Source: an optimization exercise on an open RTL-to-GDS flow (aim: small area, a short achievable clock period and few clock cycles). Production flows keep margins and buffers that such runs may drop. Where RTL was checked, it was by simulation tests only, not by an equivalence proof against the original. The RTL of runs 1 to 3 was laid out without a check of its function. Power is estimated from default activity; no workload was simulated.

===== design/flow/run.sh =====
#!/bin/bash
# synth_recipe.tcl (not shown) runs the flow's synth.tcl, then flattens the netlist and writes it again
# the make line also repeats each setting of config.mk as NAME=value (left out here)
make -C /OpenROAD-flow-scripts/flow DESIGN_CONFIG=/design/flow/config.mk WORK_HOME=/design/flow/orfs CLKGATE_MAP_FILE= SYNTH_SCRIPT=/design/flow/synth_recipe.tcl finish

===== design/flow/config.mk =====
export PLATFORM = sky130hd
export DESIGN_NAME = conv_top
export DESIGN_NICKNAME = conv_top
export VERILOG_FILES = /design/flow/design.v
export SDC_FILE = /design/flow/constraint.sdc
export NUM_CORES = 4
export LEC_CHECK = 0
export CAP_MARGIN = 20
export CORE_MARGIN = 2
export CORE_UTILIZATION = 40
export SETUP_SLACK_MARGIN = 5
export SLEW_MARGIN = 20

===== design/flow/constraint.sdc =====
create_clock -name core_clock -period 10.0 [get_ports {CLK}]
set_input_delay 2.0000 -clock core_clock [delete_from_list [all_inputs] [get_ports {CLK}]]
set_output_delay 2.0000 -clock core_clock [all_outputs]
set_load 0.01 [all_outputs]

===== design/flow/design.v =====
`timescale 1ns / 1ps
module conv_top
  #(
    parameter integer C_S00_AXIS_TDATA_WIDTH = 32
  )
  (
    input wire CLK,
    input wire RESETN,
    output wire S_AXIS_TREADY,
    input wire [C_S00_AXIS_TDATA_WIDTH-1 : 0] S_AXIS_TDATA,
    input wire [(C_S00_AXIS_TDATA_WIDTH/8)-1 : 0] S_AXIS_TKEEP,
    input wire S_AXIS_TUSER,
    input wire S_AXIS_TLAST,
    input wire S_AXIS_TVALID,
    input wire M_AXIS_TREADY,
    output wire M_AXIS_TUSER,
    output wire [C_S00_AXIS_TDATA_WIDTH-1 : 0] M_AXIS_TDATA,
    output wire [(C_S00_AXIS_TDATA_WIDTH/8)-1 : 0] M_AXIS_TKEEP,
    output wire M_AXIS_TLAST,
    output wire M_AXIS_TVALID,
    input wire [31:0] PADDR,
    input wire PSEL,
    input wire PENABLE,
    input wire PWRITE,
    input wire [31:0] PWDATA,
    output wire PSLVERR,
    output wire PREADY,
    output wire [31:0] PRDATA,
    output wire [13:0] MEM_ADDR,
    output wire [31:0] MEM_WDATA,
    output wire MEM_EN,
    output wire MEM_WE,
    input wire [31:0] MEM_RDATA
  );
  assign PREADY  = 1'b1;
  assign PSLVERR = 1'b0;
  assign M_AXIS_TUSER = 1'b0;
  assign M_AXIS_TKEEP = 4'hF;
  wire       cmd_wr;
  wire [4:0] ic, oc;
  wire       fl8;
  wire       f_done, b_done, r_done, t_done;
  wire       prdata0;
  assign PRDATA = {31'd0, prdata0};
  conv_apb u_conv_apb (
    .clk(CLK), .rstn(RESETN),
    .paddr(PADDR[15:0]), .psel(PSEL), .penable(PENABLE), .pwrite(PWRITE), .pwdata(PWDATA),
    .prdata0(prdata0),
    .f_done(f_done), .b_done(b_done), .r_done(r_done), .t_done(t_done),
    .cmd_wr(cmd_wr), .ic(ic), .oc(oc), .fl8(fl8)
  );
  conv_module u_conv_module (
    .clk(CLK), .rstn(RESETN),
    .cmd_wr(cmd_wr), .cmd(PWDATA[2:0]), .ic(ic), .oc(oc), .fl8(fl8),
    .f_done(f_done), .b_done(b_done), .r_done(r_done), .t_done(t_done),
    .s_tready(S_AXIS_TREADY), .s_tdata(S_AXIS_TDATA), .s_tlast(S_AXIS_TLAST), .s_tvalid(S_AXIS_TVALID),
    .m_tdata(M_AXIS_TDATA), .m_tlast(M_AXIS_TLAST), .m_tvalid(M_AXIS_TVALID),
    .mem_addr(MEM_ADDR), .mem_wdata(MEM_WDATA), .mem_en(MEM_EN), .mem_we(MEM_WE), .mem_rdata(MEM_RDATA)
  );
endmodule
module conv_module (
  input  wire        clk,
  input  wire        rstn,
  input  wire        cmd_wr,
  input  wire [2:0]  cmd,
  input  wire [4:0]  ic,
  input  wire [4:0]  oc,
  input  wire        fl8,
  output reg         f_done,
  output reg         b_done,
  output reg         r_done,
  output reg         t_done,
  output reg         s_tready,
  input  wire [31:0] s_tdata,
  input  wire        s_tlast,
  input  wire        s_tvalid,
  output wire [31:0] m_tdata,
  output reg         m_tlast,
  output reg         m_tvalid,
  output wire [13:0] mem_addr,
  output wire [31:0] mem_wdata,
  output reg         mem_en,
  output reg         mem_we,
  input  wire [31:0] mem_rdata
);
  localparam P_IDLE = 3'd0, P_FEAT = 3'd1, P_BIAS = 3'd2, P_WLD = 3'd3,
             P_SEND = 3'd4, P_COMP = 3'd5;
  localparam OP_NONE = 3'd0, OP_A = 3'd1, OP_W = 3'd2, OP_B = 3'd3,
             OP_BW = 3'd4, OP_SEND = 3'd5;
  reg  [2:0]  ph;
  reg  [10:0] ma;
  reg  [63:0] rs;           
  assign mem_addr  = {3'b000, ma};
  assign mem_wdata = rs[31:0];
  assign m_tdata   = rs[31:0];
  wire take = s_tvalid & s_tready;
  reg  [9:0]  cnt;
  reg  [31:0] sw;           
  reg  [23:0] wt;           
  reg  [7:0]  bias;         
  reg  [1:0]  nrep;         
  reg         wl_last;
  reg  [1:0]  bst;          
  reg  [23:0] trip;
  always @(*) begin
    case (nrep)
      2'd0:    trip = s_tdata[23:0];
      2'd1:    trip = {s_tdata[15:0], sw[31:24]};
      2'd2:    trip = {s_tdata[7:0], sw[31:16]};
      default: trip = sw[31:8];
    endcase
  end
  reg  [3:0]  o, i;
  reg  [2:0]  r;
  reg  [1:0]  kr, q;
  reg  [2:0]  sidx;
  reg  [9:0]  wbase;
  reg  [5:0]  wi3;          
  reg  [8:0]  rptr;
  reg         have_res, dummy;
  reg         q_end, kl_r, il_r, rl_r, r0_r, ol_r;
  reg  [6:0]  ic3;         
  wire        wr_step  = have_res & ((sidx == 3'd2) | (fl8 & (sidx == 3'd3)));
  wire [1:0]  qlast    = (fl8 | (have_res & (sidx == 3'd2))) ? 2'd3 : 2'd1;
  wire        r_last   = (r == (fl8 ? 3'd7 : 3'd3));
  wire [2:0]  y        = r + {1'b0, kr} - 3'd1;
  wire [7:0]  fa0      = fl8 ? {i, y, 1'b0} : {2'b00, i, y[1:0]};
  wire [7:0]  fa1      = {i, y, 1'b1};
  wire [9:0]  waddr    = wbase + {4'd0, wi3} + {8'd0, kr};
  wire        wch_end  = ({1'b0, wi3} == ic3 - 7'd1);
  wire        fin      = q_end & dummy & (sidx == (fl8 ? 3'd3 : 3'd2));
  reg  [2:0]  op1, op2;
  reg         last1, last2;
  reg         d1a, d2a, d3a, d4a;
  reg  [1:0]  d1q, d2q, d3q;
  reg         d1f, d2f, d3f, d4f;
  wire        wl_wr    = take | ((nrep == 2'd3) & (bst == 2'd0));
  wire [1:0]  nrep_nx  = take ? nrep + 2'd1 : 2'd0;
  wire        bst_nx   = wch_end & (o[1:0] == 2'd3);
  wire        wlast_nx = wl_last | (take & s_tlast);
  wire        wl_go    = (bst == 2'd0) &
                         (wl_wr ? (wlast_nx & (nrep_nx != 2'd3) & ~bst_nx) : wl_last);
  always @(posedge clk or negedge rstn) begin
    if (!rstn) begin
      ph <= P_IDLE;
      f_done <= 1'b0; b_done <= 1'b0; r_done <= 1'b0; t_done <= 1'b0;
      s_tready <= 1'b0;
      m_tvalid <= 1'b0;
      mem_en <= 1'b0; mem_we <= 1'b0;
      op1 <= OP_NONE; op2 <= OP_NONE;
      d1a <= 1'b0; d2a <= 1'b0; d3a <= 1'b0; d4a <= 1'b0;
    end else begin
      mem_en <= 1'b0;
      mem_we <= 1'b0;
      op1 <= OP_NONE;
      op2 <= op1;
      m_tvalid <= (op2 == OP_SEND);
      if (m_tvalid && m_tlast) t_done <= 1'b1;
      d1a <= (ph == P_COMP) & (fl8 | ~q[1]);
      d2a <= d1a; d3a <= d2a; d4a <= d3a;
      case (ph)
        P_FEAT, P_BIAS: begin
          if (take) begin
            mem_en <= 1'b1; mem_we <= 1'b1;
            if (s_tlast) begin
              s_tready <= 1'b0;
              ph <= P_IDLE;
              if (ph == P_FEAT) f_done <= 1'b1; else b_done <= 1'b1;
            end
          end
        end
        P_WLD: begin
          if (bst == 2'd1) begin
            mem_en <= 1'b1; op1 <= OP_BW;
          end else if (bst == 2'd2) begin
            if (op2 == OP_BW) s_tready <= (nrep != 2'd3) & ~wl_last;
          end else if (wl_wr) begin
            mem_en <= 1'b1; mem_we <= 1'b1;
            s_tready <= (nrep_nx != 2'd3) & ~bst_nx & ~wlast_nx;
          end
          if (wl_go) ph <= P_COMP;
        end
        P_COMP: begin
          if (q == 2'd0) begin
            mem_en <= 1'b1; op1 <= OP_A;
          end else if (q == 2'd1) begin
            mem_en <= 1'b1; op1 <= OP_W;
          end else if (q == 2'd2 && fl8) begin
            mem_en <= 1'b1; op1 <= OP_B;
          end else if (wr_step && (fl8 || q == 2'd2)) begin
            mem_en <= 1'b1; mem_we <= 1'b1;
          end
          if (fin) begin
            ph <= P_IDLE;
            r_done <= 1'b1;
          end
        end
        P_SEND: begin
          if (cnt[8:0] != rptr) begin
            mem_en <= 1'b1; op1 <= OP_SEND;
          end
        end
        default: ;
      endcase
      if (cmd_wr) begin
        case (cmd)
          3'd1: begin ph <= P_FEAT; s_tready <= 1'b1; end
          3'd2: begin ph <= P_BIAS; s_tready <= 1'b1; end
          3'd3: begin ph <= P_WLD;  s_tready <= 1'b1; end
          3'd4: begin ph <= P_SEND; end
          default: begin
            ph <= P_IDLE; s_tready <= 1'b0;
            f_done <= 1'b0; b_done <= 1'b0; r_done <= 1'b0; t_done <= 1'b0;
          end
        endcase
      end
    end
  end
  reg  [7:0] x0, x1, x2, x3;
  reg  [7:0] nx0, nx1, nx2, nx3;
  always @(*) begin
    if (d3q == 2'd0) begin
      nx0 = 8'd0;  nx1 = sw[7:0];  nx2 = sw[15:8];  nx3 = sw[23:16];
    end else begin
      nx0 = x2;    nx1 = x3;
      nx2 = d3q[0] ? sw[31:24] : sw[15:8];
      nx3 = (d3q == 2'd2) ? sw[23:16] : ((d3q == 2'd1 && fl8) ? mem_rdata[7:0] : 8'd0);
    end
    if (!d3a) begin nx0 = 8'd0; nx1 = 8'd0; nx2 = 8'd0; nx3 = 8'd0; end
  end
  wire [22:0] ra0, rb0, rc0, ra1, rb1, rc1;
  csa3 u_m0 (.x0(x0), .x1(x1), .x2(x2), .w0(wt[7:0]), .w1(wt[15:8]), .w2(wt[23:16]),
             .ra(ra0), .rb(rb0), .rc(rc0));
  csa3 u_m1 (.x0(x1), .x1(x2), .x2(x3), .w0(wt[7:0]), .w1(wt[15:8]), .w2(wt[23:16]),
             .ra(ra1), .rb(rb1), .rc(rc1));
  reg  [16:0] sa0, sa1;
  reg  [15:0] sb0, sc0, sb1, sc1;
  reg  [22:0] p0a, p0b, p1a, p1b, p2a, p2b, p3a, p3b;
  wire [22:0] bias64 = {{9{bias[7]}}, bias, 6'd0};
  wire [22:0] rin_a  = fl8 ? p1a : p3a;
  wire [22:0] rin_b  = fl8 ? p1b : p3b;
  wire [22:0] new_a  = p0a + {6'h3F, sa0} + {7'd0, sb0} + {7'd0, sc0};
  wire [22:0] new_b  = p0b + {6'h3F, sa1} + {7'd0, sb1} + {7'd0, sc1};
  function [7:0] sat;
    input [22:0] v;
    begin
      if (v[22])              sat = 8'd0;
      else if (|v[21:13])     sat = 8'h7F;
      else                    sat = {1'b0, v[12:6]};
    end
  endfunction
  always @(posedge clk) begin
    d1q <= q; d2q <= d1q; d3q <= d2q;
    d1f <= (sidx == 3'd0); d2f <= d1f; d3f <= d2f; d4f <= d3f;
    x0 <= nx0; x1 <= nx1; x2 <= nx2; x3 <= nx3;
    last2 <= last1;
    sa0 <= ra0[16:0]; sb0 <= rb0[15:0]; sc0 <= rc0[15:0];
    sa1 <= ra1[16:0]; sb1 <= rb1[15:0]; sc1 <= rc1[15:0];
    ic3 <= {1'b0, ic, 1'b0} + {2'b00, ic};
    case (op2)
      OP_A:    sw <= mem_rdata;
      OP_W:    begin wt <= mem_rdata[23:0]; bias <= mem_rdata[31:24]; end
      OP_B:    sw <= mem_rdata;
      OP_BW:   rs[63:32] <= mem_rdata;
      OP_SEND: begin
        rs[31:0] <= mem_rdata;
        m_tlast <= last2;
      end
      default: ;
    endcase
    p0a <= d4f ? bias64 : rin_a;
    p0b <= d4f ? bias64 : rin_b;
    p1a <= p2a; p1b <= p2b;
    p2a <= p3a; p2b <= p3b;
    p3a <= new_a; p3b <= new_b;
    if (d4a && d4f) begin
      if (fl8) rs <= {sat(rin_b), sat(rin_a), rs[63:16]};
      else     rs[31:0] <= {sat(rin_b), sat(rin_a), rs[31:16]};
    end
    if (ph == P_COMP && fl8 && sidx == 3'd3 && q == 2'd0) rs[31:0] <= rs[63:32];
    q_end <= (ph == P_COMP) & ~q_end & ((q + 2'd1) == qlast);
    kl_r  <= (kr == (r_last ? 2'd1 : 2'd2));
    il_r  <= ({1'b0, i} == ic - 5'd1);
    rl_r  <= r_last;
    r0_r  <= (r == 3'd0);
    ol_r  <= ({1'b0, o} == oc - 5'd1);
    case (ph)
      P_IDLE: begin
        cnt <= 10'd0;
        nrep <= 2'd0;
        wl_last <= 1'b0;
        bst <= 2'd0;
        o <= 4'd0;
        wi3 <= 6'd0;
      end
      P_FEAT, P_BIAS: begin
        if (take) begin
          ma <= (ph == P_FEAT) ? {3'b000, cnt[7:0]} : {9'b001000000, cnt[1:0]};
          rs[31:0] <= s_tdata;
          cnt <= cnt + 10'd1;
          if (ph == P_BIAS && cnt[1:0] == 2'd0) rs[63:32] <= s_tdata;
        end
      end
      P_WLD: begin
        if (bst == 2'd1) begin
          ma <= {9'b001000000, o[3:2]};
          bst <= 2'd2;
        end else if (bst == 2'd2) begin
          if (op2 == OP_BW) bst <= 2'd0;
        end else if (wl_wr) begin
          ma <= {1'b1, cnt};
          case (o[1:0])
            2'd0: rs[31:24] <= rs[39:32];
            2'd1: rs[31:24] <= rs[47:40];
            2'd2: rs[31:24] <= rs[55:48];
            default: rs[31:24] <= rs[63:56];
          endcase
          rs[23:0] <= trip;
          cnt <= cnt + 10'd1;
          nrep <= nrep_nx;
          if (take) sw[31:8] <= s_tdata[31:8];
          if (take && s_tlast) wl_last <= 1'b1;
          if (wch_end) begin
            wi3 <= 6'd0;
            o <= o + 4'd1;
            if (bst_nx) bst <= 2'd1;
          end else begin
            wi3 <= wi3 + 6'd1;
          end
        end
        if (wl_go) begin
          o <= 4'd0; r <= 3'd0; i <= 4'd0; kr <= 2'd1; q <= 2'd0; q_end <= 1'b0;
          sidx <= 3'd0; wbase <= 10'd0; wi3 <= 6'd0; rptr <= 9'd0;
          have_res <= 1'b0; dummy <= 1'b0;
        end
      end
      P_COMP: begin
        if (q == 2'd0) ma <= {3'b000, fa0};
        else if (q == 2'd1) ma <= {1'b1, waddr};
        else if (q == 2'd2 && fl8) ma <= {3'b000, fa1};
        else begin
          ma <= {3'b010, rptr[7:0]};
          if (wr_step && (fl8 || q == 2'd2)) rptr <= rptr + 9'd1;
        end
        if (q_end) begin
          q <= 2'd0;
          if (dummy) begin
            if (sidx != 3'd4) sidx <= sidx + 3'd1;
          end else if (!kl_r) begin
            kr <= kr + 2'd1;
            if (sidx != 3'd4) sidx <= sidx + 3'd1;
          end else if (!il_r) begin
            i <= i + 4'd1;
            wi3 <= wi3 + 6'd3;
            kr <= r0_r ? 2'd1 : 2'd0;
            if (sidx != 3'd4) sidx <= sidx + 3'd1;
          end else begin
            i <= 4'd0;
            wi3 <= 6'd0;
            have_res <= 1'b1;
            sidx <= 3'd0;
            if (!rl_r) begin
              r <= r + 3'd1;
              kr <= 2'd0;
            end else begin
              r <= 3'd0;
              kr <= 2'd1;
              if (!ol_r) begin
                o <= o + 4'd1;
                wbase <= wbase + {3'd0, ic3};
              end else begin
                dummy <= 1'b1;
              end
            end
          end
        end else begin
          q <= q + 2'd1;
        end
      end
      P_SEND: begin
        if (cnt[8:0] != rptr) begin
          ma <= {3'b010, cnt[7:0]};
          last1 <= (cnt[8:0] == rptr - 9'd1);
          cnt <= cnt + 10'd1;
        end
      end
      default: ;
    endcase
  end
endmodule
module csa3 (
  input  wire [7:0] x0, x1, x2, w0, w1, w2,
  output wire [22:0] ra, rb, rc
);
  wire t1, t2;
  assign {t2, t1} = (x0[0] & w0[6]) + (x0[1] & w0[5]) + (x0[2] & w0[4]);
  wire t3, t4;
  assign {t4, t3} = {~(x0[0] & w0[7])} + (x0[1] & w0[6]) + (x0[2] & w0[5]);
  wire t5, t6;
  assign {t6, t5} = (x0[3] & w0[4]) + (x0[4] & w0[3]) + (x0[5] & w0[2]);
  wire t7, t8;
  assign {t8, t7} = (x0[6] & w0[1]) + {~(x0[7] & w0[0])} + {~(x1[0] & w1[7])};
  wire t9, t10;
  assign {t10, t9} = {~(x0[1] & w0[7])} + (x0[2] & w0[6]) + (x0[3] & w0[5]);
  wire t11, t12;
  assign {t12, t11} = (x0[4] & w0[4]) + (x0[5] & w0[3]) + (x0[6] & w0[2]);
  wire t13, t14;
  assign {t14, t13} = {~(x0[7] & w0[1])} + {~(x1[1] & w1[7])} + (x1[2] & w1[6]);
  wire t15, t16;
  assign {t16, t15} = {~(x0[2] & w0[7])} + (x0[3] & w0[6]) + (x0[4] & w0[5]);
  wire t17, t18;
  assign {t18, t17} = (x0[5] & w0[4]) + (x0[6] & w0[3]);
  wire t19, t20;
  assign {t20, t19} = (x0[0] & w0[4]) + (x0[1] & w0[3]) + (x0[2] & w0[2]);
  wire t21, t22;
  assign {t22, t21} = (x0[0] & w0[5]) + (x0[1] & w0[4]) + (x0[2] & w0[3]);
  wire t23, t24;
  assign {t24, t23} = (x0[3] & w0[2]) + (x0[4] & w0[1]) + (x0[5] & w0[0]);
  wire t25, t26;
  assign {t26, t25} = (x1[0] & w1[5]) + (x1[1] & w1[4]) + (x1[2] & w1[3]);
  wire t27, t28;
  assign {t28, t27} = (x0[3] & w0[3]) + (x0[4] & w0[2]) + (x0[5] & w0[1]);
  wire t29, t30;
  assign {t30, t29} = (x0[6] & w0[0]) + (x1[0] & w1[6]) + (x1[1] & w1[5]);
  wire t31, t32;
  assign {t32, t31} = (x1[2] & w1[4]) + (x1[3] & w1[3]) + (x1[4] & w1[2]);
  wire t33, t34;
  assign {t34, t33} = (x1[5] & w1[1]) + (x1[6] & w1[0]) + (x2[0] & w2[6]);
  wire t35, t36;
  assign {t36, t35} = (x2[1] & w2[5]) + (x2[2] & w2[4]);
  wire t37, t38;
  assign {t38, t37} = (x1[1] & w1[6]) + (x1[2] & w1[5]) + (x1[3] & w1[4]);
  wire t39, t40;
  assign {t40, t39} = (x1[4] & w1[3]) + (x1[5] & w1[2]) + (x1[6] & w1[1]);
  wire t41, t42;
  assign {t42, t41} = {~(x1[7] & w1[0])} + {~(x2[0] & w2[7])} + (x2[1] & w2[6]);
  wire t43, t44;
  assign {t44, t43} = (x2[2] & w2[5]) + (x2[3] & w2[4]) + (x2[4] & w2[3]);
  wire t45, t46;
  assign {t46, t45} = (x2[5] & w2[2]) + (x2[6] & w2[1]) + {~(x2[7] & w2[0])};
  wire t47, t48;
  assign {t48, t47} = t2 + t3;
  wire t49, t50;
  assign {t50, t49} = (x1[3] & w1[5]) + (x1[4] & w1[4]) + (x1[5] & w1[3]);
  wire t51, t52;
  assign {t52, t51} = (x1[6] & w1[2]) + {~(x1[7] & w1[1])} + {~(x2[1] & w2[7])};
  wire t53, t54;
  assign {t54, t53} = (x2[2] & w2[6]) + (x2[3] & w2[5]) + (x2[4] & w2[4]);
  wire t55, t56;
  assign {t56, t55} = (x2[5] & w2[3]) + (x2[6] & w2[2]) + {~(x2[7] & w2[1])};
  wire t57, t58;
  assign {t58, t57} = 1'b1 + t4 + t6;
  wire t59, t60;
  assign {t60, t59} = t8 + t9 + t11;
  wire t61, t62;
  assign {t62, t61} = {~(x0[7] & w0[2])} + {~(x1[2] & w1[7])} + (x1[3] & w1[6]);
  wire t63, t64;
  assign {t64, t63} = (x1[4] & w1[5]) + (x1[5] & w1[4]) + (x1[6] & w1[3]);
  wire t65, t66;
  assign {t66, t65} = {~(x1[7] & w1[2])} + {~(x2[2] & w2[7])} + (x2[3] & w2[6]);
  wire t67, t68;
  assign {t68, t67} = (x2[4] & w2[5]) + (x2[5] & w2[4]) + (x2[6] & w2[3]);
  wire t69, t70;
  assign {t70, t69} = {~(x2[7] & w2[2])} + 1'b1 + t10;
  wire t71, t72;
  assign {t72, t71} = t12 + t14 + t15;
  wire t73, t74;
  assign {t74, t73} = {~(x0[3] & w0[7])} + (x0[4] & w0[6]) + (x0[5] & w0[5]);
  wire t75, t76;
  assign {t76, t75} = (x0[6] & w0[4]) + {~(x0[7] & w0[3])} + {~(x1[3] & w1[7])};
  wire t77, t78;
  assign {t78, t77} = (x1[4] & w1[6]) + (x1[5] & w1[5]) + (x1[6] & w1[4]);
  wire t79, t80;
  assign {t80, t79} = {~(x1[7] & w1[3])} + {~(x2[3] & w2[7])} + (x2[4] & w2[6]);
  wire t81, t82;
  assign {t82, t81} = (x2[5] & w2[5]) + (x2[6] & w2[4]) + {~(x2[7] & w2[3])};
  wire t83, t84;
  assign {t84, t83} = {~(x0[4] & w0[7])} + (x0[5] & w0[6]) + (x0[6] & w0[5]);
  wire t85, t86;
  assign {t86, t85} = {~(x0[7] & w0[4])} + {~(x1[4] & w1[7])} + (x1[5] & w1[6]);
  wire t87, t88;
  assign {t88, t87} = (x0[0] & w0[3]) + (x0[1] & w0[2]) + (x0[2] & w0[1]);
  wire t89, t90;
  assign {t90, t89} = (x0[3] & w0[0]) + (x1[0] & w1[3]);
  wire t91, t92;
  assign {t92, t91} = (x0[3] & w0[1]) + (x0[4] & w0[0]) + (x1[0] & w1[4]);
  wire t93, t94;
  assign {t94, t93} = (x1[1] & w1[3]) + (x1[2] & w1[2]) + (x1[3] & w1[1]);
  wire t95, t96;
  assign {t96, t95} = (x1[4] & w1[0]) + (x2[0] & w2[4]) + (x2[1] & w2[3]);
  wire t97, t98;
  assign {t98, t97} = (x1[3] & w1[2]) + (x1[4] & w1[1]) + (x1[5] & w1[0]);
  wire t99, t100;
  assign {t100, t99} = (x2[0] & w2[5]) + (x2[1] & w2[4]) + (x2[2] & w2[3]);
  wire t101, t102;
  assign {t102, t101} = (x2[3] & w2[2]) + (x2[4] & w2[1]) + (x2[5] & w2[0]);
  wire t103, t104;
  assign {t104, t103} = t20 + t21;
  wire t105, t106;
  assign {t106, t105} = (x2[3] & w2[3]) + (x2[4] & w2[2]) + (x2[5] & w2[1]);
  wire t107, t108;
  assign {t108, t107} = (x2[6] & w2[0]) + t1 + t22;
  wire t109, t110;
  assign {t110, t109} = t24 + t26 + t27;
  wire t111, t112;
  assign {t112, t111} = t29 + t31 + t33;
  wire t113, t114;
  assign {t114, t113} = t5 + t7 + t28;
  wire t115, t116;
  assign {t116, t115} = t30 + t32 + t34;
  wire t117, t118;
  assign {t118, t117} = t36 + t37 + t39;
  wire t119, t120;
  assign {t120, t119} = t41 + t43 + t45;
  wire t121, t122;
  assign {t122, t121} = t13 + t38 + t40;
  wire t123, t124;
  assign {t124, t123} = t42 + t44 + t46;
  wire t125, t126;
  assign {t126, t125} = t48 + t49 + t51;
  wire t127, t128;
  assign {t128, t127} = t53 + t55 + t57;
  wire t129, t130;
  assign {t130, t129} = t17 + t50 + t52;
  wire t131, t132;
  assign {t132, t131} = t54 + t56 + t58;
  wire t133, t134;
  assign {t134, t133} = t60 + t61 + t63;
  wire t135, t136;
  assign {t136, t135} = t65 + t67 + t69;
  wire t137, t138;
  assign {t138, t137} = t16 + t18 + t62;
  wire t139, t140;
  assign {t140, t139} = t64 + t66 + t68;
  wire t141, t142;
  assign {t142, t141} = t70 + t72 + t73;
  wire t143, t144;
  assign {t144, t143} = t75 + t77 + t79;
  wire t145, t146;
  assign {t146, t145} = (x1[6] & w1[5]) + {~(x1[7] & w1[4])} + {~(x2[4] & w2[7])};
  wire t147, t148;
  assign {t148, t147} = (x2[5] & w2[6]) + (x2[6] & w2[5]) + {~(x2[7] & w2[4])};
  wire t149, t150;
  assign {t150, t149} = t74 + t76 + t78;
  wire t151, t152;
  assign {t152, t151} = t80 + t82 + t83;
  wire t153, t154;
  assign {t154, t153} = {~(x0[5] & w0[7])} + (x0[6] & w0[6]) + {~(x0[7] & w0[5])};
  wire t155, t156;
  assign {t156, t155} = {~(x1[5] & w1[7])} + (x1[6] & w1[6]) + {~(x1[7] & w1[5])};
  wire t157, t158;
  assign {t158, t157} = {~(x2[5] & w2[7])} + (x2[6] & w2[6]) + {~(x2[7] & w2[5])};
  wire t159, t160;
  assign {t160, t159} = (x0[0] & w0[2]) + (x0[1] & w0[1]) + (x0[2] & w0[0]);
  wire t161, t162;
  assign {t162, t161} = (x1[0] & w1[2]) + (x1[1] & w1[1]);
  wire t163, t164;
  assign {t164, t163} = (x1[1] & w1[2]) + (x1[2] & w1[1]) + (x1[3] & w1[0]);
  wire t165, t166;
  assign {t166, t165} = (x2[0] & w2[3]) + (x2[1] & w2[2]) + (x2[2] & w2[1]);
  wire t167, t168;
  assign {t168, t167} = (x2[3] & w2[0]) + t87;
  wire t169, t170;
  assign {t170, t169} = (x2[2] & w2[2]) + (x2[3] & w2[1]) + (x2[4] & w2[0]);
  wire t171, t172;
  assign {t172, t171} = t19 + t88 + t90;
  wire t173, t174;
  assign {t174, t173} = t91 + t93 + t95;
  wire t175, t176;
  assign {t176, t175} = t23 + t25 + t92;
  wire t177, t178;
  assign {t178, t177} = t94 + t96 + t97;
  wire t179, t180;
  assign {t180, t179} = t99 + t101 + t103;
  wire t181, t182;
  assign {t182, t181} = t35 + t98 + t100;
  wire t183, t184;
  assign {t184, t183} = t102 + t104 + t105;
  wire t185, t186;
  assign {t186, t185} = t107 + t109 + t111;
  wire t187, t188;
  assign {t188, t187} = t47 + t106 + t108;
  wire t189, t190;
  assign {t190, t189} = t110 + t112 + t113;
  wire t191, t192;
  assign {t192, t191} = t115 + t117 + t119;
  wire t193, t194;
  assign {t194, t193} = t59 + t114 + t116;
  wire t195, t196;
  assign {t196, t195} = t118 + t120 + t121;
  wire t197, t198;
  assign {t198, t197} = t123 + t125 + t127;
  wire t199, t200;
  assign {t200, t199} = t71 + t122 + t124;
  wire t201, t202;
  assign {t202, t201} = t126 + t128 + t129;
  wire t203, t204;
  assign {t204, t203} = t131 + t133 + t135;
  wire t205, t206;
  assign {t206, t205} = t81 + t130 + t132;
  wire t207, t208;
  assign {t208, t207} = t134 + t136 + t137;
  wire t209, t210;
  assign {t210, t209} = t139 + t141 + t143;
  wire t211, t212;
  assign {t212, t211} = t85 + t138 + t140;
  wire t213, t214;
  assign {t214, t213} = t142 + t144 + t145;
  wire t215, t216;
  assign {t216, t215} = t147 + t149 + t151;
  wire t217, t218;
  assign {t218, t217} = t84 + t86 + t146;
  wire t219, t220;
  assign {t220, t219} = t148 + t150 + t152;
  wire t221, t222;
  assign {t222, t221} = t153 + t155 + t157;
  wire t223, t224;
  assign {t224, t223} = {~(x0[6] & w0[7])} + {~(x0[7] & w0[6])} + {~(x1[6] & w1[7])};
  wire t225, t226;
  assign {t226, t225} = {~(x1[7] & w1[6])} + {~(x2[6] & w2[7])} + {~(x2[7] & w2[6])};
  wire t227, t228;
  assign {t228, t227} = t154 + t156 + t158;
  wire t229, t230;
  assign {t230, t229} = (x0[0] & w0[1]) + (x0[1] & w0[0]) + (x1[0] & w1[1]);
  wire t231, t232;
  assign {t232, t231} = (x1[2] & w1[0]) + (x2[0] & w2[2]) + (x2[1] & w2[1]);
  wire t233, t234;
  assign {t234, t233} = (x2[2] & w2[0]) + t159;
  wire t235, t236;
  assign {t236, t235} = t89 + t160 + t162;
  wire t237, t238;
  assign {t238, t237} = t163 + t165 + t167;
  wire t239, t240;
  assign {t240, t239} = t164 + t166 + t168;
  wire t241, t242;
  assign {t242, t241} = t169 + t171 + t173;
  wire t243, t244;
  assign {t244, t243} = t170 + t172 + t174;
  wire t245, t246;
  assign {t246, t245} = t175 + t177 + t179;
  wire t247, t248;
  assign {t248, t247} = t176 + t178 + t180;
  wire t249, t250;
  assign {t250, t249} = t181 + t183 + t185;
  wire t251, t252;
  assign {t252, t251} = t182 + t184 + t186;
  wire t253, t254;
  assign {t254, t253} = t187 + t189 + t191;
  wire t255, t256;
  assign {t256, t255} = t188 + t190 + t192;
  wire t257, t258;
  assign {t258, t257} = t193 + t195 + t197;
  wire t259, t260;
  assign {t260, t259} = t194 + t196 + t198;
  wire t261, t262;
  assign {t262, t261} = t199 + t201 + t203;
  wire t263, t264;
  assign {t264, t263} = t200 + t202 + t204;
  wire t265, t266;
  assign {t266, t265} = t205 + t207 + t209;
  wire t267, t268;
  assign {t268, t267} = t206 + t208 + t210;
  wire t269, t270;
  assign {t270, t269} = t211 + t213 + t215;
  wire t271, t272;
  assign {t272, t271} = t212 + t214 + t216;
  wire t273, t274;
  assign {t274, t273} = t217 + t219 + t221;
  wire t275, t276;
  assign {t276, t275} = t218 + t220 + t222;
  wire t277, t278;
  assign {t278, t277} = t223 + t225 + t227;
  wire t279, t280;
  assign {t280, t279} = (x0[7] & w0[7]) + (x1[7] & w1[7]) + (x2[7] & w2[7]);
  wire t281, t282;
  assign {t282, t281} = t224 + t226 + t228;
  wire t283, t284;
  assign {t284, t283} = (x1[1] & w1[0]) + (x2[0] & w2[1]);
  wire t285, t286;
  assign {t286, t285} = t161 + t230 + t231;
  wire t287, t288;
  assign {t288, t287} = t232 + t234 + t235;
  wire t289, t290;
  assign {t290, t289} = t236 + t238 + t239;
  wire t291, t292;
  assign {t292, t291} = t240 + t242 + t243;
  wire t293, t294;
  assign {t294, t293} = t244 + t246 + t247;
  wire t295, t296;
  assign {t296, t295} = t248 + t250 + t251;
  wire t297, t298;
  assign {t298, t297} = t252 + t254 + t255;
  wire t299, t300;
  assign {t300, t299} = t256 + t258 + t259;
  wire t301, t302;
  assign {t302, t301} = t260 + t262 + t263;
  wire t303, t304;
  assign {t304, t303} = t264 + t266 + t267;
  wire t305, t306;
  assign {t306, t305} = t268 + t270 + t271;
  wire t307, t308;
  assign {t308, t307} = t272 + t274 + t275;
  wire t309, t310;
  assign {t310, t309} = t276 + t278 + t279;
  wire t311, t312;
  assign {t312, t311} = 1'b1 + t280;
  assign ra = {1'b1, 1'b1, 1'b1, 1'b1, 1'b1, 1'b1, t312, t282, t281, t277, t273, t269, t265, t261, t257, t253, t249, t245, t241, t237, t233, (x2[1] & w2[0]), (x0[0] & w0[0])};
  assign rb = {1'b0, 1'b0, 1'b0, 1'b0, 1'b0, 1'b0, 1'b0, t310, t308, t306, t304, t302, t300, t298, t296, t294, t292, t290, t288, t286, t284, t229, (x1[0] & w1[0])};
  assign rc = {1'b0, 1'b0, 1'b0, 1'b0, 1'b0, 1'b0, 1'b0, t311, t309, t307, t305, t303, t301, t299, t297, t295, t293, t291, t289, t287, t285, t283, (x2[0] & w2[0])};
endmodule
module conv_apb (
  input  wire        clk,
  input  wire        rstn,
  input  wire [15:0] paddr,
  input  wire        psel,
  input  wire        penable,
  input  wire        pwrite,
  input  wire [31:0] pwdata,
  output reg         prdata0,
  input  wire        f_done,
  input  wire        b_done,
  input  wire        r_done,
  input  wire        t_done,
  output wire        cmd_wr,      
  output reg  [4:0]  ic,
  output reg  [4:0]  oc,
  output reg         fl8
);
  wire hi0  = (paddr[15:6] == 10'd0);
  wire wr   = psel & penable & pwrite & hi0;
  assign cmd_wr = wr & (paddr[5:2] == 4'h0);
  always @(posedge clk) begin
    if (wr && paddr[5:2] == 4'h1) ic  <= pwdata[4:0];
    if (wr && paddr[5:2] == 4'h2) oc  <= pwdata[4:0];
    if (wr && paddr[5:2] == 4'h3) fl8 <= pwdata[3];
  end
  reg st;
  always @(*) begin
    case (paddr[5:2])
      4'h8: st = f_done;
      4'h9: st = b_done;
      4'hA: st = r_done;
      4'hB: st = t_done;
      default: st = 1'b0;
    endcase
  end
  always @(posedge clk or negedge rstn) begin
    if (!rstn) prdata0 <= 1'b0;
    else       prdata0 <= psel & ~penable & ~pwrite & hi0 & st;
  end
endmodule

==> results of run 1 <==
==> metal layers <==
layer | part of all wire, % | GRT usage [%]
met5 | 0 | 0
met4 | 3.4 | 8.286
met3 | 6.3 | 3.124
met2 | 47 | 37.33
met1 | 43 | 31.20
==> power groups by stage <==
stage	clock network [mW]	logic [mW]	registers, mW
6_report	2.52	0.852	2.50
5_1_grt	2.66	0.972	2.50
4_1_cts	2.57	0.853	2.50
3_5_place_dp	0	0.846	2.55
3_3_place_gp	0	0.841	2.54
2_1_floorplan	0	0.662	2.53
==> worst register-to-register path, delay by kind of cell (launching register included) <==
family | cells | cell delay (ps)
adders and majority gates | 6 | 2840
DFF | 1 | 1030
and+or+nand+nor | 1 | 190
buffers and inverters | 1 | 50
==> synthesized netlist by cell type (20+ instances only) <==
cell / instances
a211oi_1: 24
a21boi_0: 20
a21oi_1: 209
a222oi_1: 32
a31oi_1: 29
and2_1: 297
and3_1: 24
buf_4: 106
clkbuf_1: 143
dfrtp_1: 22
dfxtp_1: 426
edfxtp_1: 124
fa_1: 357
ha_1: 136
inv_1: 333
mux2i_1: 118
nand2_1: 304
nand2b_1: 24
nand3_1: 51
nor2_1: 217
nor2b_1: 29
nor3_1: 33
o21ai_0: 149
o221ai_1: 36
xnor2_1: 85
xor2_1: 28
==> state kept, by name (all words and copies together) (netlist names), 17 cells and up <==
| signal | flops |
|---|---|
| u_conv_module.p1a | 23 |
| u_conv_module.p3a | 23 |
| u_conv_module.p0a | 23 |
| u_conv_module.sw | 32 |
| u_conv_module.p0b | 23 |
| u_conv_module.p2b | 23 |
| u_conv_module.wt | 24 |
| u_conv_module.p1b | 23 |
| u_conv_module.sa1 | 17 |
| u_conv_module.p2a | 23 |
| u_conv_module.p3b | 23 |
| u_conv_module.sa0 | 17 |
| u_conv_module.rs | 64 |
==> per-stage QoR <==
stage	utilization (%)	instance area [um2]	std cells	hold slack (ps)	power (mW)
final	45.39	40050	4817	319.6	5.873
after global routing	45.39	40050	4817	325.5	6.139
after CTS	45.36	40020	4815	319.7	5.925
after detailed placement	42.77	37740	4691	312.1	3.394
after global placement	42.77	37740	4691	309.7	3.386
after floorplan	-	35690	3592	309.6	3.196
==> cell type report <==
class / count / area (um2)
Tap cell: 1165 / 1458
Clock buffer: 88 / 1869
Inverter: 337 / 1265
Timing Repair Buffer: 207 / 1992
Fill cell: 8422 / 48190
Clock inverter: 36 / 410.4
Antenna cell: 1 / 2.502
Multi-Input combinational cell: 2411 / 20250
Sequential cell: 572 / 12800
==> worst min path at each step <==
stage                                             start                       endpoint  slack [ps]  depth (start not counted)
after floorplan               u_conv_module.d1f$_DFF_P_      u_conv_module.d2f$_DFF_P_         310                          0
after global placement    u_conv_module.p2a[10]$_DFF_P_  u_conv_module.p1a[10]$_DFF_P_         310                          0
after detailed placement      u_conv_module.d2f$_DFF_P_      u_conv_module.d3f$_DFF_P_         310                          0
after CTS                 u_conv_module.p2a[16]$_DFF_P_  u_conv_module.p1a[16]$_DFF_P_         320                          0
after global routing      u_conv_module.p2b[17]$_DFF_P_  u_conv_module.p1b[17]$_DFF_P_         330                          0
final                     u_conv_module.p2a[16]$_DFF_P_  u_conv_module.p1a[16]$_DFF_P_         320                          0
==> logic make-up after synthesis <==
group	count (synthesis)
xor+xnor	113
mux	133
compound gates	590
other cells	2
simple gates	1040
flops	572
buf+inv	609
fa+ha+maj	494
==> results.toml, run 1 <==
[run_status]
status = "timing/DRC/antenna clean"

[worst_setup_path]
startpoint = "u_conv_module.x1[3]$_SDFF_PN0_"
end_kind = "flip-flop"
worstPathRequired_ps = 10500
rr_startpoint = "u_conv_module.x1[3]$_SDFF_PN0_"
setup.worst_path.class = "reg2reg"
ff2ff_setup_slack_ps = 5760
path_buf_inv = 1
r2r_end = "u_conv_module.sc1[10]$_DFF_P_"
slowest_delay_ps = 1030
crit_cells = 8
path_max_fanout = 16
rr_worst_depth = 8
endpoint = "u_conv_module.sc1[10]$_DFF_P_"
startpoint_type = "flip-flop"
cp_common_cell = "fa_1"
worstPathCellList = "nand2_1 > fa_1 > fa_1 > fa_1 > fa_1 > inv_1 > fa_1 > fa_1"
cpMaxStageDelayCell = "dfxtp_1"
arrival_ps = 4740
critPathTopFamily = "adder cells"

[timing]
grt_setup_unrepaired = "false"
setup_ws_ps = 5760
period_share_pct = 42.40
finClkSkew_ps = 45.64
fin_tns_setup_ps = 0
finalMaxSlewViolations = 0
setup_violations = 0
timing.final.crit_period_ps = 4240
slew_headroom_pct = 21.04
worst_pin_slew_ps = 1184
hold_violations = 0
fmax_mhz = 235.8

[global_routing]
grt_overflow = 0
grt_max_degree = 63
grt_pass1_vias = 26190
antenna_found_initial = 7
grt_pass1_wl_um = 158300
grt_usage_pct = 22.90

[run]
cap_violations = 0

[synth]
synth_xor_area_share_pct = 2.784
synth-main-ff-cell = "dfxtp_1"
synth_top_family_by_area = "adder cells"
synth-simple-area-share_pct = 14.47
synth_compound_area_share_pct = 10.35
syn-mean-instance-area_um2 = 10.01
synth.area.mux_share_pct = 3.830
synth_area_leader_cell = "dfxtp_1"
async_flop_share_pct = 3.846
synth.area.top_cells = "dfxtp_1 (24%), fa_1 (20%), edfxtp_1 (10%), and2_1 (5.2%), ha_1 (4.8%)"
ys_warn_count = 2
synth-seq-area-share_pct = 36.01
synth_edf_count = 124
syn_inst = 3553
synth_area_um2 = 35550
ys_ff_latch = 572
synth_top_area_share_pct = 23.99
synth.distinct_cells = 75
synthAdderAreaFrac_pct = 24.92

[clocking]
clkLatencyLatePin_ps = 630
clock_path_buffers = 3
root_buffer = "clkbuf_16"
hold_buffers = 0
cts_tree = "done"
cts.clk_slew.worst_paths_ps = 60
postCtsSetupBuffers = 0
cts-buffers-inserted = 68
cts.sinks = 572
cts-htree-levels = 3
ctsResizeCount = 0

[pwr]
swShare_pct = 26.18
p_seq_share_pct = 42.5
intPower_mw = 4.336
p_leak_nw = 16.65
comb_power_share_pct = 14.5
p_per_area_nw_per_um2 = 146.6
switchingPower_mw = 1.537
peakVddDrop_uv = 136.4
p_clk_share_pct = 43.0

[route]
drt_pass1_iterations = 10
drt_iter0_drc = 2031
drc_errors = 0
wl_per_cell_um = 21.38
routed_wl_um = 103000
vias = 25550
viasPerCell = 5.305
ant_nets = 0

[die]
die-area_um2 = 91270
rows = 109
start_util_pct = 40.29
die_w_um = 302.1
ios = 263
core_um2 = 88240
die_height_um = 302.1

[finish]
area_delta_synth_final_pct = 12.66
nets = 4231
layout_common_cells = "dfxtp_1 (426), fa_1 (357), inv_1 (333), nand2_1 (304), and2_1 (296)"
layout_commonest_cell = "dfxtp_1"
post_route_cells_drive_above_1_share_pct = 5.040

[worst_hold_path]
hp-class = "reg2reg"

[placement]
dp_hpwl_um = 73100
post-place-ws_ps = 5357
port_buffers = 170
place.gp.congestion = 0.8677
==> inputs of run 2 (changes only) <==
--- a/design/flow/design.v
+++ b/design/flow/design.v
@@ -239,8 +239,9 @@
   wire [22:0] bias64 = {{9{bias[7]}}, bias, 6'd0};
   wire [22:0] rin_a  = fl8 ? p1a : p3a;
   wire [22:0] rin_b  = fl8 ? p1b : p3b;
-  wire [22:0] new_a  = p0a + {6'h3F, sa0} + {7'd0, sb0} + {7'd0, sc0};
-  wire [22:0] new_b  = p0b + {6'h3F, sa1} + {7'd0, sb1} + {7'd0, sc1};
+  wire [22:0] new_a, new_b;
+  acc4 u_acc_a (.p(p0a), .ra({6'h3F, sa0}), .rb({7'd0, sb0}), .rc({7'd0, sc0}), .s(new_a));
+  acc4 u_acc_b (.p(p0b), .ra({6'h3F, sa1}), .rb({7'd0, sb1}), .rc({7'd0, sc1}), .s(new_b));
   function [7:0] sat;
     input [22:0] v;
     begin
@@ -388,6 +389,16 @@
     endcase
   end
 endmodule
+module acc4 (
+  input  wire [22:0] p, ra, rb, rc,
+  output wire [22:0] s
+);
+  wire [22:0] s1 = p ^ ra ^ rb;
+  wire [22:0] c1 = {(p[21:0] & ra[21:0]) | (p[21:0] & rb[21:0]) | (ra[21:0] & rb[21:0]), 1'b0};
+  wire [22:0] s2 = s1 ^ rc ^ c1;
+  wire [22:0] c2 = {(s1[21:0] & rc[21:0]) | (s1[21:0] & c1[21:0]) | (rc[21:0] & c1[21:0]), 1'b0};
+  assign s = s2 + c2;
+endmodule
 module csa3 (
   input  wire [7:0] x0, x1, x2, w0, w1, w2,
   output wire [22:0] ra, rb, rc
==> design/flow/flow/run.sh (new file) <==
#!/bin/bash
# The standard layout, with ORFS's timing repair aiming further below the
# fixed 10 ns clock (the clock and constraints are unchanged).
set -euo pipefail
bash standard.sh SETUP_SLACK_MARGIN=6.5 finish > flow_make.log 2>&1
==> design/flow/standard.sh (new file) <==
#!/bin/bash
# synth_recipe.tcl (not shown) runs the flow's synth.tcl, then flattens the netlist and writes it again
# the make line also repeats each setting of config.mk as NAME=value (left out here)
make -C /OpenROAD-flow-scripts/flow DESIGN_CONFIG=/design/flow/config.mk WORK_HOME=/design/flow/orfs CLKGATE_MAP_FILE= SYNTH_SCRIPT=/design/flow/synth_recipe.tcl "${@:-finish}"
removed: design/flow/run.sh
==> run 2 against run 1 <==
Against the previous run: sequential power barely moved; synthesized cell count is essentially flat; die area is essentially flat; design area grew 4.0%; non-clock buffer count grew 88; area after synthesis is essentially flat; global-route usage rose by 0.88 points; critical path type unchanged; critical endpoint is now u_conv_module.p3b[21]$_DFF_P_; highest routed layer is now met5.
==> results.toml, run 2 <==
[finish]
largest_register_ffs = 64
regMostFlops = "u_conv_module.rs"
post_route_cells_drive_above_1_share_pct = 12.33
layout_common_cells = "dfxtp_1 (386), inv_1 (315), fa_1 (300), and2_1 (286), nand2_1 (277)"
finalNonFillerCells = 4905
final_core_util_pct = 47.18
area_delta_synth_final_pct = 17.10
nets = 4319
fin_area_um2 = 41630
layout_commonest_cell = "dfxtp_1"
top_regs = "u_conv_module.rs: 64 flops, u_conv_module.sw: 32 flops, u_conv_module.wt: 24 flops"

[global_routing]
grt_pass1_wl_um = 163800
antenna_found_initial = 3
grt_overflow = 0
grt_pass1_vias = 26560
grt_usage_pct = 23.78
grt_max_degree = 85

[die]
die-area_um2 = 91290
die_height_um = 302.1
core_um2 = 88240
ios = 263
die_w_um = 302.1
start_util_pct = 40.29
rows = 109

[timing]
timing.final.crit_period_ps = 3822
setup_ws_ps = 6178
fin_tns_setup_ps = 0
fmax_mhz = 261.6
hold_violations = 0
whs_ps = 307.0
grt_setup_unrepaired = "true"
finClkSkew_ps = 28.84
finalMaxSlewViolations = 0
setup_violations = 0
worst_pin_slew_ps = 1030
slew_headroom_pct = 31.36
period_share_pct = 38.22

[worst_setup_path]
setup.worst_path.class = "reg2reg"
startpoint_type = "flip-flop"
rr_startpoint = "u_conv_module.p0b[1]$_SDFF_PP0_"
path_max_fanout = 2
arrival_ps = 4360
slowest_delay_ps = 500
critPathTopFamily = "compound AO/OA/AOI/OAI gates"
worstPathCellList = "fa_1 > fa_1 > ha_2 > inv_2 > fa_2 > nor2b_2 > o31a_1 > o311ai_4 > o211ai_1 > o41a_1 > a41o_1 > o41ai_2 > xnor2_1"
rr_worst_depth = 13
r2r_end = "u_conv_module.p3b[21]$_DFF_P_"
worstPathRequired_ps = 10540
cp_common_cell = "fa_1"
end_kind = "flip-flop"
cpMaxStageDelayCell = "fa_1"
path_buf_inv = 1
ff2ff_setup_slack_ps = 6180

[placement]
dp_hpwl_um = 75940
place.gp.congestion = 0.8783
post-place-ws_ps = 5057
port_buffers = 170
placed_area_um2 = 37790
dp_cells = 4688

[route]
drt_iter0_drc = 2329
top_layer = "met5"
viasPerCell = 5.322
vias = 26110
routed_wl_um = 107800
wl_per_cell_um = 21.99
met2WireLength_um = 49320
met1Wirelength_um = 46210
drc_errors = 0
drt_pass1_iterations = 9
ant_nets = 0
wl_met3_um = 8487

[synth]
synth_common_cells = "dfxtp_1 (426), fa_1 (357), inv_1 (335)"
syn_inst = 3556
synth.area.top_cells = "dfxtp_1 (24%), fa_1 (20%), edfxtp_1 (10%), and2_1 (5.3%), ha_1 (4.8%)"
syn-mean-instance-area_um2 = 9.998
ys_warn_count = 2
ys_ff_latch = 572
synth-main-ff-cell = "dfxtp_1"
yosysMostFrequentCell = "dfxtp_1"
synth.distinct_cells = 77
synth_edf_count = 124
synth_top_area_share_pct = 23.99
async_flop_share_pct = 3.846
synth_area_um2 = 35550
synth-seq-area-share_pct = 36.01
synth_area_leader_cell = "dfxtp_1"

[run]
cap_violations = 0

[worst_hold_path]
min_to = "u_conv_module.d3q[0]$_DFF_P_"
hold_depth = 0
hp-class = "reg2reg"
min_from = "u_conv_module.d2q[0]$_DFF_P_"

[clocking]
cts_tree = "done"
cts-htree-levels = 3
cts.clk_slew.worst_paths_ps = 60
root_buffer = "clkbuf_16"
cts.sinks = 572
clkLatencyLatePin_ps = 620
cts-buffers-inserted = 67
hold_buffers = 0
clock_path_buffers = 3

[pwr]
power.total_mw = 5.286
p_leak_nw = 17.45
peakVddDrop_uv = 123.8
p_per_area_nw_per_um2 = 127.0

[run_status]
status = "timing/DRC/antenna clean"
run 2: cell types whose count changed after synthesis, sizes merged, moves of 6 or more:
cell    change
nand2      -23
clkbuf      +7
a22oi      +34
o221ai     -34
or3         -8
o211ai      -6
nor2       -20
a21oi      -26
a31oi       -7
nand3       +8
nand2b      +8
o21ai      +66
run 2: area by class of cell:
cell class                      instances  area (um2)
Fill cell                            8198       46610
Multi-Input combinational cell       2409       20870
Sequential cell                       572       12880
Timing Repair Buffer                  295        2800
Clock buffer                           93        2002
Tap cell                             1165        1458
Inverter                              340        1276
Clock inverter                         30       345.3
Antenna cell                            1       2.502
run 2: worst max-delay path by stage:
stage	end	slack [ps]	depth (start not counted)	from
after global routing	u_conv_module.p3b[21]$_DFF_P_	6060	13	u_conv_module.p0b[1]$_SDFF_PP0_
after floorplan	u_conv_module.wi3[3]$_DFFE_PP_	6320	8	S_AXIS_TLAST
after global placement	u_conv_module.wbase[9]$_SDFFCE_PN0P_	5100	7	S_AXIS_TVALID
after CTS	u_conv_module.p3b[21]$_DFF_P_	6210	13	u_conv_module.p0b[1]$_SDFF_PP0_
after detailed placement	u_conv_module.wbase[4]$_SDFFCE_PN0P_	5060	7	S_AXIS_TVALID
final	u_conv_module.p3b[21]$_DFF_P_	6180	13	u_conv_module.p0b[1]$_SDFF_PP0_
run 2: logic make-up (layout without fill, tap and decap cells):
group / after synthesis / in the layout / synth area share, %
DFF: 572 / 572 / 36.01
adders and majority gates: 495 / 495 / 24.95
other: 2 / 42 / 0.02112
xor gates and xnor gates: 112 / 112 / 2.759
muxes: 135 / 135 / 3.885
AOI/OAI and AO/OA: 631 / 631 / 10.85
buffers and inverters: 614 / 758 / 7.629
and+or+nand+nor: 995 / 995 / 13.90
run 2: timing repair:
action / 4_1_cts / 5_1_grt
pin swaps: 51 / 67
gates cloned: 0 / 0
setup buffers: 82 / 11
endpoints found under the setup margin: 249 / 62
gates resized for setup: 223 / 89
run 2: metal layers:
metal  up-vias  GRT usage (%)
met3       241          4.475
met5         -              0
met2      1007          37.85
met1     12990          32.30
li1      11870              -
met4         2          8.805
run 2: where the power goes:
group | switching, mW | internal [mW] | leakage, nW
Combinational | 0.0867 | 0.0774 | 11.4
Sequential | 0.0840 | 2.45 | 4.93
Clock | 1.03 | 1.57 | 1.15
==> inputs of run 3 (changes only) <==
==> design/flow/flow/run.sh (replaced) <==
#!/bin/bash
# The standard layout, with ORFS's timing repair aiming further below the
# fixed 10 ns clock (the clock and constraints are unchanged).
set -euo pipefail
bash standard.sh SETUP_SLACK_MARGIN=7.0 finish > flow_make.log 2>&1
==> run 3 against run 2 <==
Against the previous run: sequential power barely moved; sequential share of layout area fell by 1.1 points; critical path depth fell by 3; largest power group is now sequential cells.
==> results.toml, run 3 <==
[synth]
synth.area.mux_share_pct = 3.885
synth.distinct_cells = 77
synth-simple-area-share_pct = 13.90
synth_xor_area_share_pct = 2.759
synth.area.top_cells = "dfxtp_1 (24%), fa_1 (20%), edfxtp_1 (10%), and2_1 (5.3%), ha_1 (4.8%)"
synth_edf_count = 124
synth-seq-area-share_pct = 36.01
syn-mean-instance-area_um2 = 9.998
synth_top_family_by_area = "adder cells"
synth_area_leader_cell = "dfxtp_1"
ys_warn_count = 2
async_flop_share_pct = 3.846
synth-main-ff-cell = "dfxtp_1"
ys_ff_latch = 572
synth_common_cells = "dfxtp_1 (426), fa_1 (357), inv_1 (335)"
synth_area_um2 = 35550
synth_compound_area_share_pct = 10.85
synthAdderAreaFrac_pct = 24.95
yosysMostFrequentCell = "dfxtp_1"
synth_top_area_share_pct = 23.99
syn_inst = 3556

[worst_setup_path]
setup.worst_path.class = "reg2reg"
arrival_ps = 4520
cp_common_cell = "fa_1"
path_buf_inv = 0
worstPathCellList = "fa_1 > fa_1 > ha_1 > or4_4 > o311ai_4 > o211ai_1 > o41a_1 > a41o_1 > o41ai_2 > xnor2_1"
cpMaxStageDelayCell = "or4_4"
slowest_delay_ps = 520
path_max_fanout = 5
worstPathRequired_ps = 10540
end_kind = "flip-flop"
critPathTopFamily = "compound AO/OA/AOI/OAI gates"
startpoint_type = "flip-flop"

[clocking]
cts-buffers-inserted = 67
clkLatencyLatePin_ps = 630
cts_tree = "done"
cts.clk_slew.worst_paths_ps = 60
root_buffer = "clkbuf_16"
cts.sinks = 572
clock_path_buffers = 3
cts-htree-levels = 3

[finish]
top_regs = "u_conv_module.rs: 64 flops, u_conv_module.sw: 32 flops, u_conv_module.wt: 24 flops"
layout_commonest_cell = "dfxtp_1"
regMostFlops = "u_conv_module.rs"
layout_common_cells = "dfxtp_1 (375), inv_1 (289), nand2_1 (269), fa_1 (263), and2_1 (258)"
post_route_cells_drive_above_1_share_pct = 20.70
nets = 4402
finalNonFillerCells = 4987
area_delta_synth_final_pct = 21.79
largest_register_ffs = 64

[die]
die_height_um = 302.1
start_util_pct = 40.29
rows = 109
core_um2 = 88240
ios = 263
die-area_um2 = 91290
die_w_um = 302.1

[route]
wl_per_cell_um = 21.85
routed_wl_um = 109000
viasPerCell = 5.287
drt_pass1_iterations = 8
ant_nets = 0
drt_iter0_drc = 2314
drc_errors = 0
vias = 26370

[pwr]
p_leak_nw = 18.06
peakVddDrop_uv = 199.2
p_per_area_nw_per_um2 = 119.9

[global_routing]
grt_usage_pct = 24.00
grt_pass1_vias = 26700
grt_max_degree = 85
grt_pass1_wl_um = 164400
grt_overflow = 0
antenna_found_initial = 5

[timing]
whs_ps = 313.6
hold_violations = 0
fmax_mhz = 251.2
setup_violations = 0
grt_setup_unrepaired = "true"
timing.final.crit_period_ps = 3982
slew_headroom_pct = 27.06
period_share_pct = 39.82
worst_pin_slew_ps = 1091
finClkSkew_ps = 27.94
finalMaxSlewViolations = 0
fin_tns_setup_ps = 0

[run]
cap_violations = 0

[worst_hold_path]
hp-class = "reg2reg"

[placement]
port_buffers = 170
place.gp.congestion = 0.9092
dp_cells = 4688
dp_hpwl_um = 73300

[run_status]
status = "timing/DRC/antenna clean"
-- run 3: repair_timing --
item / in CTS / in global routing
pin swaps: 108 / 97
gates resized for setup: 625 / 139
hold buffers: 0 / 0
cloned: 2 / 1
endpoints found under the setup margin: 345 / 308
setup buffers: 144 / 29
-- run 3: path summary, 6_finish.rpt --
check | from | endpoint | slack, ps | cells past startpoint
setup / recovery | u_conv_module.p0b[10]$_DFF_P_ | u_conv_module.p3b[21]$_DFF_P_ | 6020 | 10
hold / removal | u_conv_module.p2a[10]$_DFF_P_ | u_conv_module.p1a[10]$_DFF_P_ | 310 | 0
setup reg to reg | u_conv_module.p0b[10]$_DFF_P_ | u_conv_module.p3b[21]$_DFF_P_ | 6020 | 10
hold reg to reg | u_conv_module.p2a[10]$_DFF_P_ | u_conv_module.p1a[10]$_DFF_P_ | 310 | 0
max in group asynchronous | RESETN | u_conv_module.d3a$_DFF_PN0_ | 8270 | 1
min in group asynchronous | RESETN | u_conv_module.s_tready$_DFF_PN0_ | 1350 | 1
-- run 3: logic make-up after synthesis --
kind of cell             count (synthesis)
AND/OR/NAND/NOR                        995
flip-flops                             572
multiplexers                           135
other                                    2
adder cells (fa/ha/maj)                495
XOR/XNOR                               112
buffers and inverters                  614
AO/OA/AOI/OAI                          631
-- run 3: layout make-up --
class	count	area, um2
inverter	340	1280
antenna	1	2.502
sequential	572	12940
multi-input combinational	2411	21500
fill	8026	44940
clock inverter	32	356.6
timing repair inverter	1	5.005
clock buffer	90	1896
timing repair buffer	375	3862
tap	1165	1458
-- run 3: power by group --
part	leakage [nW]	total, mW	internal [mW]	switching [mW]
registers	4.92	2.53	2.44	0.0841
logic	12.0	0.159	0.0768	0.0823
clock network	1.11	2.51	1.47	1.03
total	18.1	5.19	3.99	1.20
-- run 3: worst reg2reg max path: stages, from the launching register on --
cell,delay [ps]
dfxtp_1,340
fa_1,510
fa_1,490
ha_1,270
or4_4,530
o311ai_4,380
o211ai_1,290
o41a_1,430
a41o_1,280
o41ai_2,240
xnor2_1,150
-- run 3: layer usage --
layer / global-route usage, % / vias to the layer above / part of all wire (%)
met4: 7.885 / 0 / 3.4
met5: 0 / - / 0
met1: 31.78 / 13160 / 42
met3: 4.827 / 210 / 7.4
li1: - / 12040 / -
met2: 39.39 / 952 / 47
-- run 3: metrics by stage --
step                      util (%)  worst slack (ps)  power [mW]  area (um2)
after floorplan                  -              6317       2.628       36370
after global placement       43.32              5186       2.738       38220
after detailed placement     43.32              5174       2.738       38220
after CTS                    48.27              5975       5.238       42590
after global routing         49.07              5914       5.357       43300
final                        49.07              6018       5.193       43300
==> inputs of run 4 (changes only) <==
--- a/design/flow/design.v
+++ b/design/flow/design.v
@@ -92,7 +92,7 @@
   reg  [63:0] rs;           
   assign mem_addr  = {3'b000, ma};
   assign mem_wdata = rs[31:0];
-  assign m_tdata   = rs[31:0];
+  assign m_tdata   = sw;
   wire take = s_tvalid & s_tready;
   reg  [9:0]  cnt;
   reg  [31:0] sw;           
@@ -262,9 +262,9 @@
       OP_A:    sw <= mem_rdata;
       OP_W:    begin wt <= mem_rdata[23:0]; bias <= mem_rdata[31:24]; end
       OP_B:    sw <= mem_rdata;
-      OP_BW:   rs[63:32] <= mem_rdata;
+      OP_BW:   {bias, wt} <= mem_rdata;
       OP_SEND: begin
-        rs[31:0] <= mem_rdata;
+        sw <= mem_rdata;
         m_tlast <= last2;
       end
       default: ;
@@ -297,9 +297,10 @@
       P_FEAT, P_BIAS: begin
         if (take) begin
           ma <= (ph == P_FEAT) ? {3'b000, cnt[7:0]} : {9'b001000000, cnt[1:0]};
-          rs[31:0] <= s_tdata;
+          rs[31:24] <= s_tdata[31:24];
+          rs[23:0] <= trip;         
           cnt <= cnt + 10'd1;
-          if (ph == P_BIAS && cnt[1:0] == 2'd0) rs[63:32] <= s_tdata;
+          if (ph == P_BIAS && cnt[1:0] == 2'd0) {bias, wt} <= s_tdata;
         end
       end
       P_WLD: begin
@@ -311,10 +312,10 @@
         end else if (wl_wr) begin
           ma <= {1'b1, cnt};
           case (o[1:0])
-            2'd0: rs[31:24] <= rs[39:32];
-            2'd1: rs[31:24] <= rs[47:40];
-            2'd2: rs[31:24] <= rs[55:48];
-            default: rs[31:24] <= rs[63:56];
+            2'd0: rs[31:24] <= wt[7:0];
+            2'd1: rs[31:24] <= wt[15:8];
+            2'd2: rs[31:24] <= wt[23:16];
+            default: rs[31:24] <= bias;
           endcase
           rs[23:0] <= trip;
           cnt <= cnt + 10'd1;
==> design/flow/flow/run.sh (replaced) <==
#!/bin/bash
# The standard layout, with ORFS's timing repair aiming further below the
# fixed 10 ns clock (the clock and constraints are unchanged).
set -euo pipefail
bash standard.sh SETUP_SLACK_MARGIN=6.5 finish > flow_make.log 2>&1
==> run 4 against run 3 <==
Against the previous run: still clean; area after synthesis down 2.7%; clock skew up 11 ps; sequential power hardly changed; first-iteration DRC count fell by 8.0%; utilization fell by 1.4 points; register-to-register slack gained 230 ps; global-route usage is 0.69 points lower; critical path depth is 2 higher; final cell count down 4.4%; design area decreased by 6.0%; die area shrank 2.7%; flip-flop and latch count is 4 lower; critical endpoint is now u_conv_module.p3b[22]$_DFF_P_.
==> results.toml, run 4 <==
[run_status]
status = "timing/DRC/antenna clean"

[placement]
place.gp.congestion = 0.9174
port_buffers = 170
dp_hpwl_um = 74130
placed_area_um2 = 37160

[finish]
post_route_cells_drive_above_1_share_pct = 11.58
area_delta_synth_final_pct = 17.74
layout_common_cells = "dfxtp_1 (357), inv_1 (331), fa_1 (327), nand2_1 (308), and2_1 (290)"
fin_area_um2 = 40720
nets = 4199
final_core_util_pct = 47.67
regMostFlops = "u_conv_module.rs"
largest_register_ffs = 60
fill_cells = 8083
layout_commonest_cell = "dfxtp_1"
top_regs = "u_conv_module.rs: 60 flops, u_conv_module.sw: 32 flops, u_conv_module.wt: 24 flops"

[worst_setup_path]
arrival_ps = 4230
setup.worst_path.class = "reg2reg"
end_kind = "flip-flop"
startpoint_type = "flip-flop"
ff2ff_setup_slack_ps = 6250
worstPathRequired_ps = 10480
path_max_fanout = 3

[route]
viasPerCell = 5.215
routed_wl_um = 103000
ant_nets = 0
vias = 24850
drc_errors = 0
wl_per_cell_um = 21.60
drt_pass1_iterations = 8
drt_iter0_drc = 2128

[synth]
yosysMostFrequentCell = "dfxtp_1"
async_flop_share_pct = 3.873
synth_area_leader_cell = "dfxtp_1"
synth_area_um2 = 34590
synth_top_area_share_pct = 24.66
syn_inst = 3403
synth_edf_count = 120
ys_warn_count = 2
ys_ff_latch = 568
synth_common_cells = "dfxtp_1 (426), fa_1 (357), inv_1 (341)"
synth.distinct_cells = 84
synth-main-ff-cell = "dfxtp_1"
synth.area.top_cells = "dfxtp_1 (25%), fa_1 (21%), edfxtp_1 (10%), and2_1 (5.4%), ha_1 (5.0%)"
syn-mean-instance-area_um2 = 10.16
synth-seq-area-share_pct = 36.67

[timing]
worst_pin_slew_ps = 1115
grt_setup_unrepaired = "true"
fin_tns_setup_ps = 0
period_share_pct = 37.54
finClkSkew_ps = 38.75
fmax_mhz = 266.4
slew_headroom_pct = 25.11
timing.final.crit_period_ps = 3754
hold_violations = 0
setup_violations = 0
finalMaxSlewViolations = 0

[global_routing]
grt_max_degree = 93
grt_usage_pct = 23.31
antenna_found_initial = 5
grt_overflow = 0
grt_pass1_wl_um = 156800
grt_pass1_vias = 25160

[run]
cap_violations = 0

[die]
die_w_um = 298.0
die_height_um = 298.0
start_util_pct = 40.49
core_um2 = 85410
die-area_um2 = 88830
rows = 107
ios = 263

[pwr]
p_per_area_nw_per_um2 = 132.4
peakVddDrop_uv = 108.0
p_leak_nw = 16.94

[clocking]
root_buffer = "clkbuf_16"
cts.clk_slew.worst_paths_ps = 60
hold_buffers = 0
cts_tree = "done"
clock_path_buffers = 3
cts.sinks = 568
cts-buffers-inserted = 67
clkLatencyLatePin_ps = 630
cts-htree-levels = 3

[worst_hold_path]
hp-class = "reg2reg"
run 4: layout make-up:
type | count | area [um2] | area share [%]
clock inverters | 36 | 488.0 | 1.198
clock buffers | 87 | 1874 | 4.603
repair buffers | 275 | 2582 | 6.342
flip-flops and latches | 568 | 12850 | 31.55
well taps | 1144 | 1431 | 3.515
inverters | 342 | 1284 | 3.153
multi-input cells | 2310 | 20200 | 49.62
diodes | 4 | 10.01 | 0.02458
run 4: timing repair:
action | CTS | global route
pin swaps | 37 | 62
gates cloned | 0 | 1
setup endpoints to repair | 235 | 85
setup buffers | 38 | 30
gates resized for setup | 235 | 106
run 4: worst max-delay path, stage by stage, from the launching register on:
cell	delay (ps)
dfxtp_2	320
fa_1	550
fa_1	440
ha_1	300
a21oi_2	160
nand4b_1	200
nand4_1	240
a41o_4	360
a22oi_2	210
o21ai_2	90
or3_4	360
a2111oi_4	300
nor3_1	100
run 4: cell families after synthesis:
kind of cell | synth area share (%)
DFF | 36.67
muxes | 3.372
other | 0.02171
buffers and inverters | 6.957
xor gates and xnor gates | 2.786
adders and majority gates | 25.68
AOI/OAI and AO/OA | 9.779
and+or+nand+nor | 14.73
run 4: worst paths after layout:
kind	start	endpoint	cells after the start
worst max-delay path	u_conv_module.sa1[2]$_DFF_P_	u_conv_module.p3b[22]$_DFF_P_	12
worst min-delay path	u_conv_module.p2a[13]$_DFF_P_	u_conv_module.p1a[13]$_DFF_P_	0
worst max register to register	u_conv_module.sa1[2]$_DFF_P_	u_conv_module.p3b[22]$_DFF_P_	12
worst min register to register	u_conv_module.p2a[13]$_DFF_P_	u_conv_module.p1a[13]$_DFF_P_	0
max in group asynchronous	RESETN	u_conv_module.ph[2]$_DFFE_PN0P_	2
min in group asynchronous	RESETN	u_conv_module.mem_we$_DFF_PN0_	2
run 4: report_power, final:
| part | switching [mW] | total [mW] | internal [mW] |
|---|---|---|---|
| registers | 0.0792 | 2.52 | 2.45 |
| logic | 0.147 | 0.267 | 0.120 |
| clock network | 1.05 | 2.60 | 1.56 |
| total | 1.27 | 5.39 | 4.12 |
run 4: per-stage QoR:
step           total power, mW  std cells  hold WS [ps]  setup slack, ps
2_1_floorplan            2.694       3442         309.6             6285
3_3_place_gp             2.827       4570         310.0             5403
3_5_place_dp             2.824       4570         312.1             5326
4_1_cts                  5.434       4731         318.7             6294
5_1_grt                  5.564       4762         325.4             6151
6_report                 5.392       4766         317.8             6246
run 4: routing by layer:
metal	part of all wire, %	vias up	global-route usage, %	wire (um)
li1	-	11430	-	-
met1	42	12410	30.61	43300
met2	47	828	38.46	48690
met3	6.9	187	4.565	7085
met4	3.8	0	7.980	3891
met5	0	-	0	0
Testbench counts of run 4, summed over its fixed seeds: cycles 10,602.

[separate check: timing with driven ports]
In the flow no input, the clock included, has a driving cell. The finished layouts below were timed again as built, in two steps.
Step 1, drivers: a clkbuf_16 drives CLK and a buf_2 each remaining input, both assumed.
Step 2, shift: input delay + t, output delay - t, t = (earliest + latest rising clock arrival at the registers) / 2. This alone moves slack from input paths to output paths.
Slacks: ideal ports / drivers / drivers and shift; pairs: ideal ports / drivers.
| run | shift t [ns] | slack for setup (ns) | latest minus earliest clock arrival (ns) | worst data-port slew with drivers (ns) | pins driven straight from the clock port |
|---|---|---|---|---|---|
| run 1 | 0.682 | 5.760 / 5.760 / 5.367 | 0.048 / 0.048 | 0.16 | 1 |
| run 2 | 0.677 | 6.178 / 6.178 / 5.938 | 0.032 / 0.032 | 0.11 | 1 |
| run 3 | 0.679 | 6.018 / 6.018 / 6.018 | 0.028 / 0.028 | 0.15 | 1 |
| run 4 | 0.674 | 6.246 / 6.246 / 5.905 | 0.040 / 0.040 | 0.08 | 1 |
After both steps every run listed still meets setup and hold. The setup slack of run 1, which loses most, moves by 0.000 ns with the drivers and by -0.393 ns with both steps.
